This design comes from an exercise in tuning for small area on the open sky130 flow, not from production work. The RTL was checked by simulation tests, not by an equivalence proof against the original design. No driver is modelled on the clock port, so clock power and skew are understated where the tree is cut down; a real chip needs a root buffer or a tree. No activity file was given, so power comes from the tool's default toggle rates.

## v15
==> flow/design.v (excerpt) <==
module hello(clk, rst, LED_F12, LCD_E, LCD_RS, LCD_RW, DB, SF_CE0,
             BTN_NORTH, BTN_SOUTH, BTN_WEST, BTN_EAST);
input clk, rst, BTN_NORTH, BTN_SOUTH, BTN_WEST, BTN_EAST;
output reg LED_F12, LCD_RS;
output LCD_E, LCD_RW, SF_CE0;
output reg [3:0] DB;
function [6:0] text_rom(input [7:0] x);
begin
    text_rom = 7'bx;
    case (x)
    8'd1: text_rom = 7'h48;
    8'd2: text_rom = 7'h65;
    8'd3: text_rom = 7'h6c;
    8'd4: text_rom = 7'h6c;
    8'd5: text_rom = 7'h6f;
    8'd6: text_rom = 7'h20;
    8'd7: text_rom = 7'h57;
    8'd8: text_rom = 7'h6f;
    8'd9: text_rom = 7'h72;
    8'd10: text_rom = 7'h6c;
    8'd11: text_rom = 7'h64;
    8'd12: text_rom = 7'h2e;
    8'd13: text_rom = 7'h20;
    8'd14: text_rom = 7'h54;
    8'd15: text_rom = 7'h68;
    8'd16: text_rom = 7'h69;
    8'd17: text_rom = 7'h73;
    8'd18: text_rom = 7'h20;
    8'd19: text_rom = 7'h69;
    8'd20: text_rom = 7'h73;
    8'd21: text_rom = 7'h20;
    8'd22: text_rom = 7'h61;
    8'd23: text_rom = 7'h20;
    8'd24: text_rom = 7'h76;
    8'd25: text_rom = 7'h65;
    8'd26: text_rom = 7'h72;
    8'd27: text_rom = 7'h69;
    8'd28: text_rom = 7'h6c;
    8'd29: text_rom = 7'h6f;
    8'd30: text_rom = 7'h67;
    8'd31: text_rom = 7'h20;
    8'd32: text_rom = 7'h6d;
    8'd33: text_rom = 7'h6f;
    8'd34: text_rom = 7'h64;
    8'd35: text_rom = 7'h75;
    8'd36: text_rom = 7'h6c;
    8'd37: text_rom = 7'h65;
    8'd38: text_rom = 7'h20;
    8'd39: text_rom = 7'h64;
    8'd40: text_rom = 7'h69;
    8'd41: text_rom = 7'h73;
    8'd42: text_rom = 7'h70;
    8'd43: text_rom = 7'h6c;
    8'd44: text_rom = 7'h61;
    8'd45: text_rom = 7'h79;
    8'd46: text_rom = 7'h69;
    8'd47: text_rom = 7'h6e;
    8'd48: text_rom = 7'h67;
    8'd49: text_rom = 7'h20;
    8'd50: text_rom = 7'h6f;
    8'd51: text_rom = 7'h6e;
    8'd52: text_rom = 7'h20;
    8'd53: text_rom = 7'h74;
    8'd54: text_rom = 7'h68;
    8'd55: text_rom = 7'h65;
  ...
clock: 10.0 ns
lec_check: 0
cap_margin: 20
core_margin: 2
core_utilization: 40
gpl_timing_driven: 0
place_density: 0.6
slew_margin: 20
standard.sh (not shown) runs the stock make flow with config.mk's settings and CLKGATE_MAP_FILE= SYNTH_SCRIPT=/design/flow/synth_recipe.tcl, a recipe that flattens the netlist after the stock synthesis.
==> flow/flow/run.sh <==
#!/bin/bash
# Standard synthesis, then an area-oriented re-mapping of the combinational
# logic (flip-flops kept as they are, same names and cells), then the
# standard layout steps from the floorplan on.
set -euo pipefail
HERE=$(pwd)
RES=$HERE/orfs/results/$FLOW_PLATFORM/hello/base
LIB=$FLOW_HOME/platforms/$FLOW_PLATFORM/lib/sky130_fd_sc_hd__tt_025C_1v80.lib

bash standard.sh synth > standard_synth.log 2>&1
# only plain D flip-flops are expected (kept as they are below)
if grep -o "sky130_fd_sc_hd__[a-z0-9_]*" $RES/1_2_yosys.v | sort -u | grep -E "__(df|edf|sdf|sedf|dl)" | grep -qv "__dfxtp_1$"; then
  echo "unexpected sequential cell" >&2; exit 1
fi

cp $RES/1_2_yosys.v $HERE/1_2_yosys_standard.v
DU=$(sed -n '/DONT_USE_CELLS += /,/^$/p' $FLOW_HOME/platforms/$FLOW_PLATFORM/config.mk \
     | grep -o "sky130_fd_sc_hd__[a-z0-9_]*" | sed 's/^/-dont_use /' | tr '\n' ' ')
# ABC's deepsyn is a randomized search: run it with 4 seeds at once and keep
# the smallest result
remap() {
  local S=$1
  printf 'strash\n&get -n\n&deepsyn -T %s -S %s\n&dch -f\n&nf -R 1000 -p\n&put\n' "$DEEPSYN_T" "$S" > $HERE/abc_area_$S.scr
  yosys -p "
read_liberty -ignore_miss_func $LIB
read_verilog -overwrite $HERE/flow/ff_stubs.v
read_verilog $HERE/1_2_yosys_standard.v
hierarchy -top $FLOW_TOP
flatten
opt_clean -purge
read_liberty -lib -overwrite $LIB
abc -liberty $LIB $DU -script $HERE/abc_area_$S.scr
opt_clean -purge
setundef -zero
hilomap -singleton -hicell sky130_fd_sc_hd__conb_1 HI -locell sky130_fd_sc_hd__conb_1 LO
splitnets
opt_clean -purge
tee -o $HERE/remap_$S.stat stat -liberty $LIB
check -assert
write_verilog -noattr -noexpr -nohex -nodec $HERE/1_2_yosys_area_$S.v
" > remap_$S.log 2>&1
}
DEEPSYN_T=${DEEPSYN_T:-900}
for S in 1 2 3 4; do remap $S & done
wait
best=""; bestA=""
for S in 1 2 3 4; do
  [ -s $HERE/1_2_yosys_area_$S.v ] || continue
  grep -q "Found and reported 0 problems" remap_$S.log || continue
  A=$(grep "Chip area" $HERE/remap_$S.stat | awk '{print $NF}')
  echo "seed $S: $A" >> remap_summary.log
  if [ -z "$best" ] || awk "BEGIN {exit !($A < $bestA)}"; then best=$S; bestA=$A; fi
done
[ -n "$best" ] || { echo "re-mapping failed" >&2; exit 1; }
echo "best: seed $best ($bestA)" >> remap_summary.log
cp $HERE/1_2_yosys_area_$best.v $HERE/1_2_yosys_area.v

cp $HERE/1_2_yosys_area.v $RES/1_2_yosys.v
rm -f $RES/1_synth.odb
# smallest buffer on each port; no dummy loads in the clock tree, and the
# clock port drives the tree's leaf buffers directly (post_cts.tcl)
export BUFFER_PORTS_ARGS="-buffer_cell sky130_fd_sc_hd__buf_1"
export CTS_ARGS="-sink_clustering_enable -repair_clock_nets -dont_use_dummy_load"
export POST_CTS_TCL=$HERE/flow/post_cts.tcl
bash standard.sh finish > standard_finish.log 2>&1
==> flow/flow/post_cts.tcl <==
proc drop_clock_root { max_leaves } {
  set block [ord::get_db_block]
  set clk_net [$block findNet clk]
  set roots {}
  foreach it [$clk_net getITerms] { if {[$it isInputSignal]} { lappend roots $it } }
  if {[llength $roots] != 1} { puts "drop_clock_root: [llength $roots] cells on the clock port, left as is"; return }
  set root [[lindex $roots 0] getInst]
  if {![string match "*clkbuf*" [[$root getMaster] getName]]} { puts "drop_clock_root: root is not a buffer, left as is"; return }
  set root_out ""
  foreach it [$root getITerms] { if {[$it isOutputSignal]} { set root_out [$it getNet] } }
  set leaves {}
  foreach it [$root_out getITerms] {
    if {![$it isInputSignal]} continue
    if {![string match "*clkbuf*" [[[$it getInst] getMaster] getName]]} { puts "drop_clock_root: root drives a non-buffer, left as is"; return }
    lappend leaves $it
  }
  if {[llength $leaves] < 1 || [llength $leaves] > $max_leaves} { puts "drop_clock_root: [llength $leaves] leaves, left as is"; return }
  foreach it $leaves { $it disconnect; $it connect $clk_net }
  foreach it [$root getITerms] { if {[$it isInputSignal]} { $it disconnect } }
  set name [$root getName]
  odb::dbInst_destroy $root
  odb::dbNet_destroy $root_out
  puts "drop_clock_root: removed $name; [llength $leaves] leaf buffers on the clock port"
}
drop_clock_root 4
estimate_parasitics -placement
report_clock_skew
Other scripts of this flow, unchanged in this note and not shown: flow/flow/ff_stubs.v
[inputs] v46 vs v15
diff --git a/flow/flow/run.sh b/flow/flow/run.sh
--- a/flow/flow/run.sh
+++ b/flow/flow/run.sh
@@ -61 +61,2 @@
-# clock port drives the tree's leaf buffers directly (post_cts.tcl)
+# clock port drives the tree's leaf buffers directly, each as small as the
+# clock-pin slew allows (post_cts.tcl)
diff --git a/flow/flow/post_cts.tcl b/flow/flow/post_cts.tcl
--- a/flow/flow/post_cts.tcl
+++ b/flow/flow/post_cts.tcl
@@ -27,0 +28,33 @@
+
+proc leaf_max_slew {iname} {
+  set ms 0
+  foreach op [get_pins -of_objects [get_cells $iname] -filter "direction == output"] {
+    foreach p [get_pins -of_objects [get_nets -of_objects $op] -filter "direction == input"] {
+      set s [get_property $p slew_max]
+      if {$s > $ms} { set ms $s }
+    }
+  }
+  return $ms
+}
+proc shrink_clock_leaves { small limit_ns } {
+  set db [ord::get_db]
+  set clk_net [[ord::get_db_block] findNet clk]
+  foreach it [$clk_net getITerms] {
+    if {![$it isInputSignal]} continue
+    set inst [$it getInst]
+    set orig [[$inst getMaster] getName]
+    if {![string match "*clkbuf*" $orig]} continue
+    $inst swapMaster [$db findMaster $small]
+    estimate_parasitics -placement
+    set s [leaf_max_slew [$inst getName]]
+    if {$s > $limit_ns} {
+      $inst swapMaster [$db findMaster $orig]
+      puts "shrink_clock_leaves: [$inst getName] kept $orig (slew $s ns with $small)"
+    } else {
+      puts "shrink_clock_leaves: [$inst getName] -> $small (slew $s ns)"
+    }
+  }
+  estimate_parasitics -placement
+}
+shrink_clock_leaves sky130_fd_sc_hd__clkbuf_4 0.105
+report_clock_skew
diff --git a/flow/config.mk b/flow/config.mk
--- a/flow/config.mk
+++ b/flow/config.mk
@@ -10 +10 @@
-export CORE_UTILIZATION = 40
+export CORE_UTILIZATION = 65
@@ -12 +12 @@
-export PLACE_DENSITY = 0.6
+export PLACE_DENSITY = 0.75
Total wirelength of the detailed-routed design was higher in the run labelled v46. In the final reports, the cell area of v46 is smaller than that of v15. Measured against v15, the met3 wirelength from detailed routing of v46 comes out at 1.8 times the reference value. According to the power report, total power for v46 is lower than for v15. v46 vs v15: routed length on met2 up by a little under 10%.
Relative to v46, the following input files were edited for v1:
diff --git a/flow/flow/run.sh b/flow/flow/run.sh
--- a/flow/flow/run.sh
+++ b/flow/flow/run.sh
@@ -43 +43 @@
-DEEPSYN_T=${DEEPSYN_T:-900}
+DEEPSYN_T=${DEEPSYN_T:-1800}
@@ -61,2 +61 @@
-# clock port drives the tree's leaf buffers directly, each as small as the
-# clock-pin slew allows (post_cts.tcl)
+# clock port drives the tree's leaf buffers directly (post_cts.tcl)
diff --git a/flow/flow/post_cts.tcl b/flow/flow/post_cts.tcl
--- a/flow/flow/post_cts.tcl
+++ b/flow/flow/post_cts.tcl
@@ -28,33 +27,0 @@
-
-proc leaf_max_slew {iname} {
-  set ms 0
-  foreach op [get_pins -of_objects [get_cells $iname] -filter "direction == output"] {
-    foreach p [get_pins -of_objects [get_nets -of_objects $op] -filter "direction == input"] {
-      set s [get_property $p slew_max]
-      if {$s > $ms} { set ms $s }
-    }
-  }
-  return $ms
-}
-proc shrink_clock_leaves { small limit_ns } {
-  set db [ord::get_db]
-  set clk_net [[ord::get_db_block] findNet clk]
-  foreach it [$clk_net getITerms] {
-    if {![$it isInputSignal]} continue
-    set inst [$it getInst]
-    set orig [[$inst getMaster] getName]
-    if {![string match "*clkbuf*" $orig]} continue
-    $inst swapMaster [$db findMaster $small]
-    estimate_parasitics -placement
-    set s [leaf_max_slew [$inst getName]]
-    if {$s > $limit_ns} {
-      $inst swapMaster [$db findMaster $orig]
-      puts "shrink_clock_leaves: [$inst getName] kept $orig (slew $s ns with $small)"
-    } else {
-      puts "shrink_clock_leaves: [$inst getName] -> $small (slew $s ns)"
-    }
-  }
-  estimate_parasitics -placement
-}
-shrink_clock_leaves sky130_fd_sc_hd__clkbuf_4 0.105
-report_clock_skew
diff --git a/flow/config.mk b/flow/config.mk
--- a/flow/config.mk
+++ b/flow/config.mk
@@ -10 +10 @@
-export CORE_UTILIZATION = 65
+export CORE_UTILIZATION = 40
@@ -12 +12 @@
-export PLACE_DENSITY = 0.75
+export PLACE_DENSITY = 0.6
Notes after the runs:
- The maximum clock frequency of v1 is higher than that of v46.
- Measured against v46, the row count of v1 comes out at 1.3 times the reference value.
- Route | v1 vs v46 | wire shorter in v1
- In v1 the sequential share of layout area turned out 0.38 points lower than in v46.

==> static timing again, ports no longer ideal <==
How much do the figures lean on ideal ports? The routed layouts below were timed once more, with nothing changed but the port constraints.
Step 1 assumes that a clkbuf_16 drives the clock port and a buf_2 every other input.
Step 2 also shifts input and output timing later by t, the mid clock arrival at the registers, as if the neighbouring blocks saw the same clock.
Three values: no drivers, after step 1, after step 2; two values: the first two.
| run | t (ns) | setup WS [ns] | worst setup path after step 2 | worst register clock-pin slew, ns | worst slew at a driven data input, ns |
|---|---|---|---|---|---|
| v15 | 0.191 | 4.856 / 4.856 / 4.856 | register to register | 0.08 / 0.08 | 0.03 |
| v46 | 0.202 | 4.760 / 4.760 / 4.760 | register to register | 0.11 / 0.11 | 0.03 |
| v1 | 0.189 | 5.672 / 5.672 / 5.672 | register to register | 0.09 / 0.09 | 0.03 |
After both steps setup and hold are still met in every run listed.
